This design comes from an exercise in tuning for small area, a short achievable clock period and few clock cycles per item on the open sky130 flow, not from production work.
In this exercise RTL edits were held to simulation tests only and were not proved equivalent to the original.
No activity file was given, so power comes from the tool's default toggle rates.

==> flow/design.v <==
module flex_counter
#(
  parameter NUM_CNT_BITS=4
)
(
	input wire clk,
	input wire n_rst,
	input wire clear,
	input wire count_enable,
	input wire [NUM_CNT_BITS-1:0]rollover_val,
	output reg [NUM_CNT_BITS-1:0]count_out,
	output reg rollover_flag
);
reg flag_reg;
reg [NUM_CNT_BITS-1:0] counter_reg;
always_ff @(posedge clk)
begin
	if(n_rst == 0)
	begin
		count_out<='0;
		rollover_flag<='0;
	end
	else
	begin
		count_out <= counter_reg;
		rollover_flag<= flag_reg;
	end
end
always_comb
begin
	if(clear == 1)
	begin
		counter_reg = '0;
		flag_reg = '0;
	end
	else if (count_enable == 1)
	begin
		counter_reg=(count_out == rollover_val)? 1: count_out+1;
		flag_reg = (counter_reg == rollover_val)? 1:0;
	end else
	begin
		counter_reg= count_out;
		flag_reg = rollover_flag;
	end
end
endmodule
module color_invert(
	input wire clk,
	input wire n_rst,	
	input wire [23:0] rgb_in,
	output reg [23:0] rgb_out
);
reg [23:0] rgb_next;
always_ff @ (posedge clk) begin
  if (n_rst == 0)
	rgb_out <= 8'h0;
  else 
	rgb_out <= rgb_next;
end
assign rgb_next = {8'hFF - rgb_in[23:16], 8'hFF - rgb_in[15:8], 8'hFF - rgb_in[7:0]};
endmodule
module invert_toplevel
(
	input wire clk, 
	input wire n_rst,
	input wire [7:0] red_data,
	input wire [7:0] green_data,
	input wire [7:0] blue_data, 
	input wire w_count_enable,      
	input wire w_flag_clear,        
	output wire w_image_done,       
	output wire [23:0] pixel_data  	
);
	reg [7:0] r_out;
  	reg [7:0] g_out;
  	reg [7:0] b_out;
	color_invert inv_calc(.clk(clk), .n_rst(n_rst), .rgb_in({red_data, green_data, blue_data}), .rgb_out(pixel_data));
	flex_counter #(.NUM_CNT_BITS(18)) numpixels ( .clk(clk), .n_rst(n_rst), .clear(w_flag_clear), .count_enable(w_count_enable), .rollover_flag(w_image_done), .rollover_val(18'd307200)); 
endmodule 
module edge_detect_filter
  (
  input wire clk,
  input wire n_rst,
  input wire [71:0] r_in,
  input wire [71:0] g_in,
  input wire [71:0] b_in,
  output reg [7:0] r_out,
  output reg [7:0] g_out,
  output reg [7:0] b_out
  );
reg [7:0] r_next;
reg [7:0] g_next;
reg [7:0] b_next;
reg r_overflow;   
reg r_underflow;   
reg g_overflow;   
reg g_underflow;   
reg b_overflow;   
reg b_underflow;   
always_ff @ (posedge clk) begin
  if (n_rst == 0) begin
	r_out <= 8'h0;
	g_out <= 8'h0;
	b_out <= 8'h0;
  end else begin
	r_out <= r_next;
	g_out <= g_next;
	b_out <= b_next;
  end
end
  wire [10:0]r_ext_reg_2 ;
  wire [10:0]r_ext_reg_4 ;
  wire [10:0]r_ext_reg_6 ;
  wire [10:0]r_ext_reg_8 ;
  wire [10:0]r_ext_reg_5 ;
  wire [10:0]g_ext_reg_2 ;
  wire [10:0]g_ext_reg_4 ;
  wire [10:0]g_ext_reg_6 ;
  wire [10:0]g_ext_reg_8 ;
  wire [10:0]g_ext_reg_5 ;
  wire [10:0]b_ext_reg_2 ;
  wire [10:0]b_ext_reg_4 ;
  wire [10:0]b_ext_reg_6 ;
  wire [10:0]b_ext_reg_8 ;
  wire [10:0]b_ext_reg_5 ;
  reg [10:0]r_neg_reg_2;
  reg [10:0]r_neg_reg_4;
  reg [10:0]r_neg_reg_6;
  reg [10:0]r_neg_reg_8;
  reg [10:0]g_neg_reg_2;
  reg [10:0]g_neg_reg_4;
  reg [10:0]g_neg_reg_6;
  reg [10:0]g_neg_reg_8;
  reg [10:0]b_neg_reg_2;
  reg [10:0]b_neg_reg_4;
  reg [10:0]b_neg_reg_6;
  reg [10:0]b_neg_reg_8;
  reg [10:0]r_out_p1;
  reg [10:0]r_out_p2;
  reg [10:0]r_temp;
  reg [10:0]g_out_p1;
  reg [10:0]g_out_p2;
  reg [10:0]g_temp;
  reg [10:0]b_out_p1;
  reg [10:0]b_out_p2;
  reg [10:0]b_temp;
  assign r_ext_reg_5 = {1'b0,r_in[39:32],2'b00};
  assign g_ext_reg_5 = {1'b0,g_in[39:32],2'b00};
  assign b_ext_reg_5 = {1'b0,b_in[39:32],2'b00};
  assign r_ext_reg_8 = {3'b111, (~r_in[15:8])};
  assign r_ext_reg_6 = {3'b111,(~r_in[31:24])};
  assign r_ext_reg_4 = {3'b111,(~r_in[47:40])};
  assign r_ext_reg_2 = {3'b111,(~r_in[63:56])};
  assign g_ext_reg_8 = {3'b111, (~g_in[15:8])};
  assign g_ext_reg_6 = {3'b111,(~g_in[31:24])};
  assign g_ext_reg_4 = {3'b111,(~g_in[47:40])};
  assign g_ext_reg_2 = {3'b111,(~g_in[63:56])};
  assign b_ext_reg_8 = {3'b111, (~b_in[15:8])};
  assign b_ext_reg_6 = {3'b111,(~b_in[31:24])};
  assign b_ext_reg_4 = {3'b111,(~b_in[47:40])};
  assign b_ext_reg_2 = {3'b111,(~b_in[63:56])};
  always @(r_ext_reg_2, r_ext_reg_4, r_ext_reg_6, r_ext_reg_8)
  begin
    r_neg_reg_2 = r_ext_reg_2 + 11'd1;
    r_neg_reg_4 = r_ext_reg_4 + 11'd1;  
    r_neg_reg_6 = r_ext_reg_6 + 11'd1;
    r_neg_reg_8 = r_ext_reg_8 + 11'd1;
  end
  always @(g_ext_reg_2, g_ext_reg_4, g_ext_reg_6, g_ext_reg_8)
  begin
    g_neg_reg_2 = g_ext_reg_2 + 11'd1;
    g_neg_reg_4 = g_ext_reg_4 + 11'd1;  
    g_neg_reg_6 = g_ext_reg_6 + 11'd1;
    g_neg_reg_8 = g_ext_reg_8 + 11'd1;
  end
  always @(b_ext_reg_2, b_ext_reg_4, b_ext_reg_6, b_ext_reg_8)
  begin
    b_neg_reg_2 = b_ext_reg_2 + 11'd1;
    b_neg_reg_4 = b_ext_reg_4 + 11'd1;  
    b_neg_reg_6 = b_ext_reg_6 + 11'd1;
    b_neg_reg_8 = b_ext_reg_8 + 11'd1;
  end
  always @(r_neg_reg_2,r_neg_reg_4,r_ext_reg_5,r_neg_reg_6,r_neg_reg_8)
  begin
    r_out_p1 = r_neg_reg_2 + r_neg_reg_4;
    r_out_p2 = r_neg_reg_6 + r_neg_reg_8;  
    r_temp = r_out_p1 + r_out_p2 + r_ext_reg_5;   
  end  
  always @(g_neg_reg_2,g_neg_reg_4,g_ext_reg_5,g_neg_reg_6,g_neg_reg_8)
  begin
    g_out_p1 = g_neg_reg_2 + g_neg_reg_4;
    g_out_p2 = g_neg_reg_6 + g_neg_reg_8;  
    g_temp = g_out_p1 + g_out_p2 + g_ext_reg_5;   
  end 
  always @(b_neg_reg_2,b_neg_reg_4,b_ext_reg_5,b_neg_reg_6,b_neg_reg_8)
  begin
    b_out_p1 = b_neg_reg_2 + b_neg_reg_4;
    b_out_p2 = b_neg_reg_6 + b_neg_reg_8;  
    b_temp = b_out_p1 + b_out_p2 + b_ext_reg_5;   
  end 
  assign r_next = (r_overflow == 1'b1)? 8'hFF : (r_underflow == 1'b1)? 8'h00 : r_temp[7:0];
  assign r_underflow = r_temp[10];
  assign r_overflow = (r_underflow == 1'b0)? r_temp[8] | r_temp[9]:0;
  assign g_next = (g_overflow == 1'b1)? 8'hFF : (g_underflow == 1'b1)? 8'h00 : g_temp[7:0];
  assign g_underflow = g_temp[10];
  assign g_overflow = (g_underflow == 1'b0)? g_temp[8] | g_temp[9]:0; 
  assign b_next = (b_overflow == 1'b1)? 8'hFF : (b_underflow == 1'b1)? 8'h00 : b_temp[7:0];
  assign b_underflow = b_temp[10];
  assign b_overflow = (b_underflow == 1'b0)? b_temp[8] | b_temp[9]:0;
endmodule
module noise_toplevel
(
	input wire clk, 
	input wire n_rst,
	input wire [71:0] red_data,
	input wire [71:0] green_data,
	input wire [71:0] blue_data, 
	output wire [23:0] pixel_data  	
);
	reg [7:0] r_out;
  	reg [7:0] g_out;
  	reg [7:0] b_out;
	edge_detect_filter edge_calc(.clk(clk), .n_rst(n_rst), .r_in(red_data), .g_in(green_data), .b_in(blue_data), .r_out(r_out), .g_out(g_out), .b_out(b_out));
	assign pixel_data = {r_out, g_out, b_out};
endmodule 
module min_max_finder
(
  input wire clk,
  input wire n_rst,
  input wire [71:0] r_in,
  input wire [71:0] g_in,
  input wire [71:0] b_in,
  output reg [7:0] r_out,
  output reg [7:0] g_out,
  output reg [7:0] b_out
);
reg [7:0] r_next;  
reg [7:0] min_r_12;  
reg [7:0] min_r_34; 
reg [7:0] min_r_67; 
reg [7:0] min_r_89;
reg [7:0] min_r_1234;  
reg [7:0] min_r_6789;
reg [7:0] min_r_final;   
reg [7:0] max_r_12;
reg [7:0] max_r_34;
reg [7:0] max_r_67;
reg [7:0] max_r_89;
reg [7:0] max_r_1234;
reg [7:0] max_r_6789;
reg [7:0] max_r_final;
reg [7:0] g_next;
reg [7:0] min_g_12;
reg [7:0] min_g_34;
reg [7:0] min_g_67;
reg [7:0] min_g_89;
reg [7:0] min_g_1234;
reg [7:0] min_g_6789;
reg [7:0] min_g_final;  
reg [7:0] max_g_12;
reg [7:0] max_g_34;
reg [7:0] max_g_67;
reg [7:0] max_g_89;
reg [7:0] max_g_1234;
reg [7:0] max_g_6789;
reg [7:0] max_g_final;
reg [7:0] b_next;
reg [7:0] min_b_12;
reg [7:0] min_b_34;
reg [7:0] min_b_67;
reg [7:0] min_b_89;
reg [7:0] min_b_1234;
reg [7:0] min_b_6789;
reg [7:0] min_b_final;  
reg [7:0] max_b_12;
reg [7:0] max_b_34;
reg [7:0] max_b_67;
reg [7:0] max_b_89;
reg [7:0] max_b_1234;
reg [7:0] max_b_6789;
reg [7:0] max_b_final;
always_ff @ (posedge clk) begin
  if (n_rst == 0) begin
	r_out <= 8'h0;
	g_out <= 8'h0;
	b_out <= 8'h0;
  end else begin
	r_out <= r_next;
	g_out <= g_next;
	b_out <= b_next;
  end
end
assign min_r_12 = (r_in[71:64]<r_in[63:56]?r_in[71:64]:r_in[63:56]);
assign min_r_34 = (r_in[55:48]<r_in[47:40]?r_in[55:48]:r_in[47:40]);
assign min_r_67 = (r_in[31:24]<r_in[23:16]?r_in[31:24]:r_in[23:16]);
assign min_r_89 = (r_in[15:8]<r_in[7:0]?r_in[15:8]:r_in[7:0]);
assign min_r_1234 = (min_r_12 < min_r_34 ? min_r_12 : min_r_34);
assign min_r_6789 = (min_r_67 < min_r_89 ? min_r_67 : min_r_89);
assign min_r_final = (min_r_1234 < min_r_6789 ? min_r_1234 : min_r_6789);
assign max_r_12 = (r_in[71:64]>r_in[63:56]?r_in[71:64]:r_in[63:56]);
assign max_r_34 = (r_in[55:48]>r_in[47:40]?r_in[55:48]:r_in[47:40]);
assign max_r_67 = (r_in[31:24]>r_in[23:16]?r_in[31:24]:r_in[23:16]);
assign max_r_89 = (r_in[15:8]>r_in[7:0]?r_in[15:8]:r_in[7:0]);
assign max_r_1234 = (max_r_12 > max_r_34 ? max_r_12 : max_r_34);
assign max_r_6789 = (max_r_67 > max_r_89 ? max_r_67 : max_r_89);
assign max_r_final = (max_r_1234 > max_r_6789 ? max_r_1234 : max_r_6789);
assign r_next = (r_in[39:32] > max_r_final ? max_r_final : (r_in[39:32] < min_r_final ? min_r_final : r_in[39:32]));
assign min_g_12 = (g_in[71:64]<g_in[63:56]?g_in[71:64]:g_in[63:56]);
assign min_g_34 = (g_in[55:48]<g_in[47:40]?g_in[55:48]:g_in[47:40]);
assign min_g_67 = (g_in[31:24]<g_in[23:16]?g_in[31:24]:g_in[23:16]);
assign min_g_89 = (g_in[15:8]<g_in[7:0]?g_in[15:8]:g_in[7:0]);
assign min_g_1234 = (min_g_12 < min_g_34 ? min_g_12 : min_g_34);
assign min_g_6789 = (min_g_67 < min_g_89 ? min_g_67 : min_g_89);
assign min_g_final = (min_g_1234 < min_g_6789 ? min_g_1234 : min_g_6789);
assign max_g_12 = (g_in[71:64]>g_in[63:56]?g_in[71:64]:g_in[63:56]);
assign max_g_34 = (g_in[55:48]>g_in[47:40]?g_in[55:48]:g_in[47:40]);
assign max_g_67 = (g_in[31:24]>g_in[23:16]?g_in[31:24]:g_in[23:16]);
assign max_g_89 = (g_in[15:8]>g_in[7:0]?g_in[15:8]:g_in[7:0]);
assign max_g_1234 = (max_g_12 > max_g_34 ? max_g_12 : max_g_34);
assign max_g_6789 = (max_g_67 > max_g_89 ? max_g_67 : max_g_89);
assign max_g_final = (max_g_1234 > max_g_6789 ? max_g_1234 : max_g_6789);
assign g_next = (g_in[39:32] > max_g_final ? max_g_final : (g_in[39:32] < min_g_final ? min_g_final : g_in[39:32]));
assign min_b_12 = (b_in[71:64]<b_in[63:56]?b_in[71:64]:b_in[63:56]);
assign min_b_34 = (b_in[55:48]<b_in[47:40]?b_in[55:48]:b_in[47:40]);
assign min_b_67 = (b_in[31:24]<b_in[23:16]?b_in[31:24]:b_in[23:16]);
assign min_b_89 = (b_in[15:8]<b_in[7:0]?b_in[15:8]:b_in[7:0]);
assign min_b_1234 = (min_b_12 < min_b_34 ? min_b_12 : min_b_34);
assign min_b_6789 = (min_b_67 < min_b_89 ? min_b_67 : min_b_89);
assign min_b_final = (min_b_1234 < min_b_6789 ? min_b_1234 : min_b_6789);
assign max_b_12 = (b_in[71:64]>b_in[63:56]?b_in[71:64]:b_in[63:56]);
assign max_b_34 = (b_in[55:48]>b_in[47:40]?b_in[55:48]:b_in[47:40]);
assign max_b_67 = (b_in[31:24]>b_in[23:16]?b_in[31:24]:b_in[23:16]);
assign max_b_89 = (b_in[15:8]>b_in[7:0]?b_in[15:8]:b_in[7:0]);
assign max_b_1234 = (max_b_12 > max_b_34 ? max_b_12 : max_b_34);
assign max_b_6789 = (max_b_67 > max_b_89 ? max_b_67 : max_b_89);
assign max_b_final = (max_b_1234 > max_b_6789 ? max_b_1234 : max_b_6789);
assign b_next = (b_in[39:32] > max_b_final ? max_b_final : (b_in[39:32] < min_b_final ? min_b_final : b_in[39:32]));
endmodule
module smooth_toplevel
(
	input wire clk, 
	input wire n_rst,
	input wire [71:0] red_data,
	input wire [71:0] green_data,
	input wire [71:0] blue_data, 
	output wire [23:0] pixel_data  	
);
	reg [7:0] r_out;
  	reg [7:0] g_out;
  	reg [7:0] b_out;
	min_max_finder smooth_calc(.clk(clk), .n_rst(n_rst), .r_in(red_data), .g_in(green_data), .b_in(blue_data), .r_out(r_out), .g_out(g_out), .b_out(b_out));
	assign pixel_data = {b_out, g_out, r_out};
endmodule 
module custom_master_slave #(
	parameter MASTER_ADDRESSWIDTH = 28 ,  	 
	parameter DATAWIDTH = 32     		 
)	
(	
	input logic  clk,
        input logic  reset_n,
	input logic [2:0] filter_sel,
        output logic [MASTER_ADDRESSWIDTH-1:0] master_address,
        output logic [DATAWIDTH-1:0] master_writedata,
        output logic  master_write,
        output logic  master_read,
        input logic [DATAWIDTH-1:0] master_readdata,
        input logic  master_readdatavalid,
        input logic  master_waitrequest
);
logic [15:0] rdwr_address;
assign rdwr_address = {1'b0, filter_sel, 12'h000};
parameter START_BYTE = 32'hF00BF00B;
parameter STOP_BYTE = 32'hDEADF00B;
parameter SDRAM_ADDR = 32'h08000000;
parameter BYTEENABLEWIDTH = 32;
logic [MASTER_ADDRESSWIDTH-1:0] address_r_invert, nextAddress_r_invert;
logic [23:0] write_data_edge;
logic [23:0] write_data_invert;
logic [23:0] write_data_smooth;
logic [MASTER_ADDRESSWIDTH-1:0] top_r_address, next_top_r_address,mid_r_address, next_mid_r_address,bot_r_address, next_bot_r_address;
logic [MASTER_ADDRESSWIDTH-1:0] address_w_edge, nextAddress_w_edge;
logic [MASTER_ADDRESSWIDTH-1:0] address_w_invert, nextAddress_w_invert;
logic [DATAWIDTH-1:0] nextRead_data, read_data;
logic [DATAWIDTH-1:0] nextData, wr_data;
logic w_image_done;
logic new_data_flag;
logic w_count_enable;
logic w_flag_clear;
logic next_w_flag_clear;
logic next_w_count_enable;
logic [1:0] filter_select;
reg [23:0] pixel1;
reg [23:0] pixel2;
reg [23:0] pixel3;
reg [23:0] pixel4;
reg [23:0] pixel5;
reg [23:0] pixel6;
reg [23:0] pixel7;
reg [23:0] pixel8;
reg [23:0] pixel9;
reg [23:0] pixel10;
reg [23:0] pixel11;
reg [23:0] pixel12;
reg [23:0] pixel1_next;
reg [23:0] pixel2_next;
reg [23:0] pixel3_next;
reg [23:0] pixel4_next;
reg [23:0] pixel5_next;
reg [23:0] pixel6_next;
reg [23:0] pixel7_next;
reg [23:0] pixel8_next;
reg [23:0] pixel9_next;
reg [23:0] pixel10_next;
reg [23:0] pixel11_next;
reg [23:0] pixel12_next;
reg row_end;
reg [31:0] row_end_address;
reg [31:0] next_row_end_address;
typedef enum {IDLE, WRITE, DUMMY,DELAY1, DELAY2, TRAP,READ_REQ, READ_DATA, CALC_INVERT,CHOICE_IDLE,INVERT_IDLE,EDGE_IDLE, ADDR_LOAD,BOT_READ_REQ1,BOT_READ_DATA1,MID_READ_REQ1,MID_READ_DATA1,TOP_READ_REQ1,TOP_READ_DATA1,BOT_READ_REQ2,BOT_READ_DATA2,MID_READ_REQ2,MID_READ_DATA2,TOP_READ_REQ2,TOP_READ_DATA2,BOT_READ_REQ3,BOT_READ_DATA3,MID_READ_REQ3,MID_READ_DATA3,TOP_READ_REQ3,TOP_READ_DATA3,BOT_READ_REQ4,BOT_READ_DATA4,MID_READ_REQ4,MID_READ_DATA4,TOP_READ_REQ4,TOP_READ_DATA4,PIXEL_WRITE,ADDR_INC,ADDR_INC1,ADDR_INC2,ADDR_INC3} state_t;
state_t state, nextState;
noise_toplevel TOP(
	.clk(clk),
	.n_rst(reset_n),
	.red_data({pixel1[23:16],pixel4[23:16],pixel7[23:16],pixel2[23:16],pixel5[23:16],pixel8[23:16],pixel3[23:16],pixel6[23:16],pixel9[23:16]}),  
	.green_data({pixel1[15:8],pixel4[15:8],pixel7[15:8],pixel2[15:8],pixel5[15:8],pixel8[15:8],pixel3[15:8],pixel6[15:8],pixel9[15:8]}),
	.blue_data({pixel1[7:0],pixel4[7:0],pixel7[7:0],pixel2[7:0],pixel5[7:0],pixel8[7:0],pixel3[7:0],pixel6[7:0],pixel9[7:0]}),
	.pixel_data(write_data_edge) 
);
smooth_toplevel TOP3(
	.clk(clk),
	.n_rst(reset_n),
	.red_data({pixel1[23:16],pixel4[23:16],pixel7[23:16],pixel2[23:16],pixel5[23:16],pixel8[23:16],pixel3[23:16],pixel6[23:16],pixel9[23:16]}),  
	.green_data({pixel1[15:8],pixel4[15:8],pixel7[15:8],pixel2[15:8],pixel5[15:8],pixel8[15:8],pixel3[15:8],pixel6[15:8],pixel9[15:8]}),
	.blue_data({pixel1[7:0],pixel4[7:0],pixel7[7:0],pixel2[7:0],pixel5[7:0],pixel8[7:0],pixel3[7:0],pixel6[7:0],pixel9[7:0]}),
	.pixel_data(write_data_smooth) 
);
invert_toplevel TOP2(
	.clk(clk),
	.n_rst(reset_n),
	.red_data(read_data[15:8]),
	.green_data(read_data[23:16]),
	.blue_data(read_data[31:24]),
	.w_count_enable(w_count_enable),
	.w_flag_clear(w_flag_clear),
	.w_image_done(w_image_done), 
	.pixel_data(write_data_invert) 
);
always_ff @ ( posedge clk ) begin 
	if (!reset_n) begin 
		address_r_invert <= 32'h0812C000;
		address_w_invert <= 32'h08000000;
		row_end_address <= 32'h080013FC;
		top_r_address <= 32'h0812C000;
		mid_r_address <= 32'h0812CA00;
		bot_r_address <= 32'h0812D400;
		address_w_edge <= 32'h08000A04;
		w_flag_clear <= 1;
		w_count_enable <= 0;
		state <= CHOICE_IDLE;
		read_data <= 32'hFEEDFEED;
		pixel1 <= 0;
		pixel2 <= 0;
		pixel3 <= 0;
		pixel4 <= 0;
		pixel5 <= 0;
		pixel6 <= 0;
		pixel7 <= 0;
		pixel8 <= 0;
		pixel9 <= 0;
		pixel10 <= 0;
		pixel11 <= 0;
		pixel12 <= 0;
	end else begin 
		address_r_invert <= nextAddress_r_invert;
		address_w_invert <= nextAddress_w_invert;
		row_end_address <= next_row_end_address;
		state <= nextState;
		top_r_address <= next_top_r_address;
		mid_r_address <= next_mid_r_address;
		bot_r_address <= next_bot_r_address;
		address_w_edge <= nextAddress_w_edge;
		w_flag_clear <= next_w_flag_clear;
		w_count_enable <= next_w_count_enable;
		read_data <= nextRead_data;
		pixel1 <= pixel1_next;
		pixel2 <= pixel2_next;
		pixel3 <= pixel3_next;
		pixel4 <= pixel4_next;
		pixel5 <= pixel5_next;
		pixel6 <= pixel6_next;
		pixel7 <= pixel7_next;
		pixel8 <= pixel8_next;
		pixel9 <= pixel9_next;
		pixel10 <= pixel10_next;
		pixel11 <= pixel11_next;
		pixel12 <= pixel12_next;
	end
end
always_comb begin 
	nextAddress_r_invert = address_r_invert;
	nextAddress_w_invert = address_w_invert;
	nextRead_data = read_data;
	pixel1_next = pixel1;
	pixel2_next = pixel2;
	pixel3_next = pixel3;
	pixel4_next = pixel4;
	pixel5_next = pixel5;
	pixel6_next = pixel6;
	pixel7_next = pixel7;
	pixel8_next = pixel8;
	pixel9_next = pixel9;
	pixel10_next = pixel10;
	pixel11_next = pixel11;
	pixel12_next = pixel12;
	next_row_end_address = row_end_address;
	next_w_flag_clear = 0;
	next_w_count_enable = 0;
	nextState = state;
	next_top_r_address = top_r_address;
	next_mid_r_address = mid_r_address;
	next_bot_r_address = bot_r_address;
	nextAddress_w_edge = address_w_edge;
	case( state ) 
		TRAP : begin
			nextState = TRAP;
		end
		CHOICE_IDLE : begin
				next_w_flag_clear = 1;
				if (rdwr_address[12] == 1 || rdwr_address[14] == 1)  
					nextState = EDGE_IDLE;
				else if (rdwr_address[13] == 1)
					nextState = INVERT_IDLE;
				else 
					nextState = CHOICE_IDLE;
		end
		INVERT_IDLE : begin 
				if (address_w_invert <= 32'h0812BFFC) begin 
					nextState = READ_REQ;
				end else begin 
					nextState = CHOICE_IDLE; 				
				end
		end 
		WRITE: begin
				if (!master_waitrequest) begin 
					nextAddress_w_invert = address_w_invert + 4;
					nextState = INVERT_IDLE;
				end
		end 
		DUMMY : begin
			nextState = WRITE;
		end
		CALC_INVERT : begin
			nextState = DUMMY;
		end
		READ_REQ : begin 
				if (!master_waitrequest) begin
					nextState = READ_DATA;
					nextAddress_r_invert = address_r_invert + 4;	
				end
		end
		READ_DATA : begin
				if ( master_readdatavalid) begin
					nextRead_data = master_readdata;
					nextState = CALC_INVERT;
				end
		end
		EDGE_IDLE : begin 
				if (address_w_edge <= 32'h0812B5F8) begin 
					nextState = BOT_READ_REQ1;				
				end
		end 
		BOT_READ_REQ1: begin
			if (!master_waitrequest) begin
				nextState = BOT_READ_DATA1;
			end
		end
		BOT_READ_DATA1: begin
			if ( master_readdatavalid) begin
				pixel3_next = master_readdata[31:8];
				nextState = MID_READ_REQ1;
			end
		end
		MID_READ_REQ1: begin
			if (!master_waitrequest) begin
				nextState = MID_READ_DATA1;
			end
		end
		MID_READ_DATA1: begin
			if ( master_readdatavalid) begin
				pixel2_next = master_readdata[31:8];
				nextState = TOP_READ_REQ1;
			end
		end
		TOP_READ_REQ1: begin
			if (!master_waitrequest) begin
				nextState = TOP_READ_DATA1;
			end
		end
		TOP_READ_DATA1: begin
			if ( master_readdatavalid) begin
				pixel1_next = master_readdata[31:8];
				nextState = ADDR_INC1;
			end
		end
		ADDR_INC1: begin
			next_top_r_address = top_r_address + 4;
			next_bot_r_address = bot_r_address + 4;
			next_mid_r_address = mid_r_address + 4;
			nextState = BOT_READ_REQ2;			
		end	
		BOT_READ_REQ2: begin
			if (!master_waitrequest) begin
				nextState = BOT_READ_DATA2;
			end
		end
		BOT_READ_DATA2: begin
			if ( master_readdatavalid) begin
				pixel6_next = master_readdata[31:8];
				nextState = MID_READ_REQ2;
			end
		end
		MID_READ_REQ2: begin
			if (!master_waitrequest) begin
				nextState = MID_READ_DATA2;
			end
		end
		MID_READ_DATA2: begin
			if ( master_readdatavalid) begin
				pixel5_next = master_readdata[31:8];
				nextState = TOP_READ_REQ2;
			end
		end
		TOP_READ_REQ2: begin
			if (!master_waitrequest) begin
				nextState = TOP_READ_DATA2;
			end
		end
		TOP_READ_DATA2: begin
			if ( master_readdatavalid) begin
				pixel4_next = master_readdata[31:8];
				nextState = ADDR_INC2;
			end
		end
		ADDR_INC2: begin
			next_top_r_address = top_r_address + 4;
			next_bot_r_address = bot_r_address + 4;
			next_mid_r_address = mid_r_address + 4;
			nextState = BOT_READ_REQ3;			
		end	
		BOT_READ_REQ3: begin
			if (!master_waitrequest) begin
				nextState = BOT_READ_DATA3;
			end
		end
		BOT_READ_DATA3: begin
			if ( master_readdatavalid) begin
				pixel9_next = master_readdata[31:8];
				nextState = MID_READ_REQ3;
			end
		end
		MID_READ_REQ3: begin
			if (!master_waitrequest) begin
				nextState = MID_READ_DATA3;
			end
		end
		MID_READ_DATA3: begin
			if ( master_readdatavalid) begin
				pixel8_next = master_readdata[31:8];
				nextState = TOP_READ_REQ3;
			end
		end
		TOP_READ_REQ3: begin
			if (!master_waitrequest) begin
				nextState = TOP_READ_DATA3;
			end
		end
		TOP_READ_DATA3: begin
			if ( master_readdatavalid) begin
				pixel7_next = master_readdata[31:8];
				nextState = ADDR_INC3;
			end
		end
		ADDR_INC3: begin  
			next_top_r_address = top_r_address + 4;
			next_bot_r_address = bot_r_address + 4;
			next_mid_r_address = mid_r_address + 4;
			nextState = BOT_READ_REQ4;			
		end	
		BOT_READ_REQ4: begin
			if (!master_waitrequest) begin
				nextState = BOT_READ_DATA4;
			end
		end
		BOT_READ_DATA4: begin
			if ( master_readdatavalid) begin
				pixel12_next = master_readdata[31:8];
				nextState = MID_READ_REQ4;
			end
		end
		MID_READ_REQ4: begin
			if (!master_waitrequest) begin
				nextState = MID_READ_DATA4;
			end
		end
		MID_READ_DATA4: begin
			if ( master_readdatavalid) begin
				pixel11_next = master_readdata[31:8];
				nextState = TOP_READ_REQ4;
			end
		end
		TOP_READ_REQ4: begin
			if (!master_waitrequest) begin
				nextState = TOP_READ_DATA4;
			end
		end
		TOP_READ_DATA4: begin
			if ( master_readdatavalid) begin
				pixel10_next = master_readdata[31:8];
				nextState = DELAY1;
			end
		end
		PIXEL_WRITE: begin
			if (!master_waitrequest) begin 
				nextState = ADDR_INC;
			end			
		end
		DELAY1: begin
				nextState = DELAY2;
		end
		DELAY2: begin
				nextState = PIXEL_WRITE;
		end
		ADDR_INC: begin
			nextAddress_w_edge =  address_w_edge + 4;
			next_top_r_address = top_r_address + 4;
			next_bot_r_address = bot_r_address + 4;
			next_mid_r_address = mid_r_address + 4;
			pixel1_next = pixel4;
			pixel2_next = pixel5;
			pixel3_next = pixel6;
			pixel4_next = pixel7;
			pixel5_next = pixel8;
			pixel6_next = pixel9;
			pixel7_next = pixel10;
			pixel8_next = pixel11;
			pixel9_next = pixel12;
			if (address_w_edge >= 32'h0812B5F8)
				nextState = TRAP;
			else begin
				if (address_w_edge == (row_end_address - 4)) 
				begin
					next_row_end_address = row_end_address + 32'h00000A00;
					nextAddress_w_edge = address_w_edge + 12;
					nextState = BOT_READ_REQ1;
					next_top_r_address = top_r_address; 
					next_mid_r_address = mid_r_address; 
					next_bot_r_address = bot_r_address; 
				end 
				else		
					nextState = BOT_READ_REQ4;	
			end		
		end
	endcase
end
always_comb begin 
	master_write = 1'b0;
	master_read = 1'b0;
	master_writedata = 32'h0;
	master_address = {MASTER_ADDRESSWIDTH{1'b0}};
	case(state) 
		WRITE : begin 
			master_write = 1;
			master_address =  address_w_invert;
			master_writedata = {8'h00,write_data_invert};
		end 
		READ_REQ : begin 
			master_address = address_r_invert;
			master_read = 1;	
		end
		PIXEL_WRITE : begin 
			master_write = 1;
			master_address =  address_w_edge;
			if (rdwr_address[12] == 1)
				master_writedata = {8'h00,write_data_edge};
			else
				master_writedata = {8'h00,write_data_smooth};
		end 
		BOT_READ_REQ1 : begin 
			master_address = bot_r_address;
			master_read = 1;	
		end
		BOT_READ_REQ2 : begin 
			master_address = bot_r_address;
			master_read = 1;	
		end
		BOT_READ_REQ3 : begin 
			master_address = bot_r_address;
			master_read = 1;	
		end
		BOT_READ_REQ4 : begin 
			master_address = bot_r_address;
			master_read = 1;	
		end
		MID_READ_REQ1 : begin
			master_address = mid_r_address;
			master_read = 1;	
		end
		MID_READ_REQ2 : begin
			master_address = mid_r_address;
			master_read = 1;	
		end
		MID_READ_REQ3 : begin
			master_address = mid_r_address;
			master_read = 1;	
		end
		MID_READ_REQ4 : begin
			master_address = mid_r_address;
			master_read = 1;	
		end
		TOP_READ_REQ1 : begin
			master_address = top_r_address;
			master_read = 1;	
		end
		TOP_READ_REQ2 : begin
			master_address = top_r_address;
			master_read = 1;	
		end
		TOP_READ_REQ3 : begin
			master_address = top_r_address;
			master_read = 1;	
		end
		TOP_READ_REQ4 : begin
			master_address = top_r_address;
			master_read = 1;	
		end
	endcase
end
endmodule
==> flow/run.sh <==
#!/bin/bash
# synth_recipe.tcl (not shown) runs the flow's synth.tcl, then flattens the netlist and writes it again
# the make line also repeats each setting of config.mk as NAME=value (left out here)
make -C /OpenROAD-flow-scripts/flow DESIGN_CONFIG=/design/flow/config.mk WORK_HOME=/design/flow/orfs CLKGATE_MAP_FILE= SYNTH_SCRIPT=/design/flow/synth_recipe.tcl finish
==> flow/config.mk <==
export PLATFORM = sky130hd
export DESIGN_NAME = custom_master_slave
export DESIGN_NICKNAME = custom_master_slave
export VERILOG_FILES = /design/flow/design.v
export SDC_FILE = /design/flow/constraint.sdc
export NUM_CORES = 4
export LEC_CHECK = 0
export CAP_MARGIN = 20
export CORE_MARGIN = 2
export CORE_UTILIZATION = 40
export PLACE_DENSITY = 0.6
export SLEW_MARGIN = 20
==> flow/constraint.sdc <==
create_clock -name core_clock -period 8.0 [get_ports {clk}]
set_input_delay 1.6000 -clock core_clock [delete_from_list [all_inputs] [get_ports {clk}]]
set_output_delay 1.6000 -clock core_clock [all_outputs]
set_load 0.01 [all_outputs]
==> results.yml <==
final_layout:
  instances_no_fill: 6090
  fin_nets: 5187
  drive_above_1_share_pct: 7.459
  final_cell_mix: "nand2_1, dfxtp_1, a21oi_1"
  layout_commonest_cell: "nand2_1"
  syn_to_final_growth_pct: 12.32
setup_path:
  slowest_stage: "dfxtp_1"
  cp_max_fo: 13
  crit_top_cell: "a21oi_1"
  cp.arrival_ns: 8.14
  crit_path_end_kind: "flip-flop"
  cp.required_ns: 8.49
  crit-reg2reg-launch: "pixel3[13]"
  startpoint: "pixel3[13]"
  critical_path_class: "flip-flop to flip-flop"
  cpPeakStageDelay_ns: 0.39
  startpoint_type: "flip-flop"
power:
  max-vdd-ir-drop_v: 0.0002382
  leakage_uw: 0.02089
  p_per_area_mw_per_mm2: 215.2
placement:
  place_inst: 5954
  gp_congestion: 0.9446
  port_buffers: 82
  hpwl_um: 89550
global_route:
  grt_pass1_vias: 32030
  grt_max_degree: 177
  grt_pass1_wl_um: 191400
  overflow: 0
  grt_usage_pct: 24.37
  antenna_found_initial: 2
synthesis:
  synth_cells: 4765
  ys_seq_elements: 569
  synth_ff_type: "dfxtp_1"
  ys.warnings.count: 61
  ys_types: 86
  syn_area_per_cell_um2: 8.235
  synth_largest_area_cell: "dfxtp_1"
  yosysSeqAreaShare_pct: 29.03
  syn-cell-area_mm2: 0.03924
  synthArstFlopShare_pct: 0
  synth_top_area_share_pct: 29.03
  synthTopCellsByArea: "dfxtp_1, ha_1, mux2i_1, nand2_1, a21oi_1"
  synth-edff-count: 0
sta:
  finalHoldViolCount: 0
  maxSlewViolCount: 0
  max_freq_mhz: 130.7
  finalSetupTns_ns: 0
  period_share_pct: 95.65
  slew_headroom_pct: 26.38
  clock_skew_ns: 0.02530
  worst_slew_pin_slew_ns: 1.104
  min_period_ns: 7.652
  setup_viol_count_final: 0
outcome:
  status: "finished clean"
detailed_routing:
  vias: 34210
  ant_nets: 0
  firstDrtPassIters: 6
  first_iter_violations: 2977
  viasPerCell: 5.617
  drc: 0
  wirelength_um: 124800
  wl_per_cell_um: 20.50
clock_network:
  root_buffer: "clkbuf_16"
  cts_hold_buffers: 0
  cts_tree: "built"
  h-tree-depth: 3
  cts_buffer_depth: 3
  clock-sinks: 569
  cts_made_buffers: 71
  clock_latency_ns: 0.65
  path_clk_slew_ns: 0.06
floorplan:
  design.core.area_mm2: 0.09699
  std_cell_rows: 114
  dieArea_mm2: 0.1006
  initial_utilization_pct: 40.46
  die_y_um: 317.2
  ioPinCount: 101
  die_w_um: 317.2
min_path:
  min_from: "read_data[31]"
  hold_class: "flip-flop to flip-flop"
job:
  drv_cap: 0
## kinds of logic (layout without fill, tap and decap cells)
group	Yosys count	after routing	synth area share, %
AO/OA/AOI/OAI	1130	1130	19.58
XOR/XNOR	194	194	4.330
adder cells (fa/ha/maj)	389	389	13.65
buffers and inverters	625	664	6.084
flip-flops	569	569	29.03
multiplexers	399	399	10.34
other	1	11	0.009556
AND/OR/NAND/NOR	1458	1458	16.98
## cells in the mapped netlist, drive strengths merged (7+ instances only)
| master | instances |
|---|---|
| o211ai | 20 |
| o32ai | 7 |
| a21oi | 392 |
| a22oi | 33 |
| a222oi | 26 |
| nor3 | 37 |
| nor4 | 9 |
| xor2 | 124 |
| nor2 | 331 |
| inv | 352 |
| o22ai | 18 |
| or2 | 15 |
| nand3 | 142 |
| fa | 66 |
| o21ai | 189 |
| mux2 | 49 |
| or3 | 14 |
| nand4 | 75 |
| nand2 | 600 |
| a221o | 9 |
| mux2i | 350 |
| clkbuf | 227 |
| a211oi | 16 |
| xnor2 | 70 |
| and4 | 14 |
| dfxtp | 569 |
| a21o | 52 |
| o21a | 41 |
| nand2b | 25 |
| o31a | 9 |
| buf | 46 |
| o211a | 168 |
| nor2b | 74 |
| ha | 321 |
| o21bai | 10 |
| and3 | 57 |
| a21boi | 79 |
| and2 | 49 |
## power by group
part / internal (µW) / switching, µW / total [µW]
Sequential: 2930 / 60.5 / 2990
Clock: 1860 / 1370 / 3230
Combinational: 1320 / 1940 / 3260
Total: 6110 / 3370 / 9490
## routing by layer
layer	global-route usage [%]	wire length, µm	vias up
met2	38.60	55750	898
met3	2.576	6656	190
met4	7.896	4044	0
met5	0	0	-
met1	34.60	58400	16490
li1	-	-	16630
## metrics by stage
step	total power, µW	hold WS [ns]	instance area (µm²)	setup WS (ns)	utilization (%)
2_1_floorplan	5288	0.3916	39280	0.9623	-
3_5_place_dp	6135	0.4006	41460	0.2252	42.74
3_3_place_gp	6114	0.3954	41440	0.2791	42.73
5_1_grt	9970	0.4260	44070	-0.04601	45.44
6_report	9486	0.4077	44080	0.3484	45.44
4_1_cts	9384	0.4098	43770	0.1493	45.12
## critical path: cells and delay by family (launching register included)
family                     cells  cell delay, ns
muxes                          2            0.63
adders and majority gates      4            1.17
and+or+nand+nor                6            1.08
AOI/OAI and AO/OA             21            3.84
buffers and inverters          3            0.36
DFF                            1            0.39
## what timing repair did
item / CTS / global route
endpoints found under the setup margin: 0 / 24
buffers inserted: 0 / 8
gates resized for setup: 0 / 40
## area by class of cell
type | instances | area, µm²
fill | 9547 | 52920
multi-input combinational | 3580 | 25780
sequential | 569 | 11390
clock buffer | 100 | 2047
timing repair buffer | 187 | 1667
tap | 1276 | 1597
inverter | 352 | 1324
clock inverter | 25 | 264.0
antenna | 1 | 2.502
## flip-flops by register name, indices dropped and copies added (netlist names), 26 cells and up
name	count
mid_r_address	26
address_w_invert	26
bot_r_address	26
top_r_address	26
address_r_invert	26
address_w_edge	26
## worst paths after layout
check | endpoint | slack [ns] | depth (start not counted)
max | TOP3.smooth_calc.g_out[0] | 0.35 | 36
min | TOP2.inv_calc.rgb_out[7] | 0.41 | 1
max reg2reg | TOP3.smooth_calc.g_out[0] | 0.35 | 36
min reg2reg | TOP2.inv_calc.rgb_out[7] | 0.41 | 1
Testbench counts, summed over its fixed seeds: cycles 33,370,768, pixels 2,751,384.

re-timing with driven ports:
In the flow no input, the clock included, has a driving cell. The finished layout below was timed again as built, in two steps.
Step 1 assumes that a clkbuf_16 drives the clock port and a buf_2 every other input.
Step 2 times the ports against the registers' clock, not the clock port: input delays grow and output delays shrink by t, the midpoint of the rising clock arrivals with the driver on.
Slacks: ideal ports / drivers / drivers and shift; pairs: ideal ports / drivers.
t (ns): 0.703
setup slack, ns: 0.348 / 0.348 / 0.348
worst hold slack (ns): 0.408 / 0.408 / 0.408
After both steps setup and hold are still met in this run. For this run, drivers alone change the setup slack by 0.000 ns; drivers and shift together by 0.000 ns.
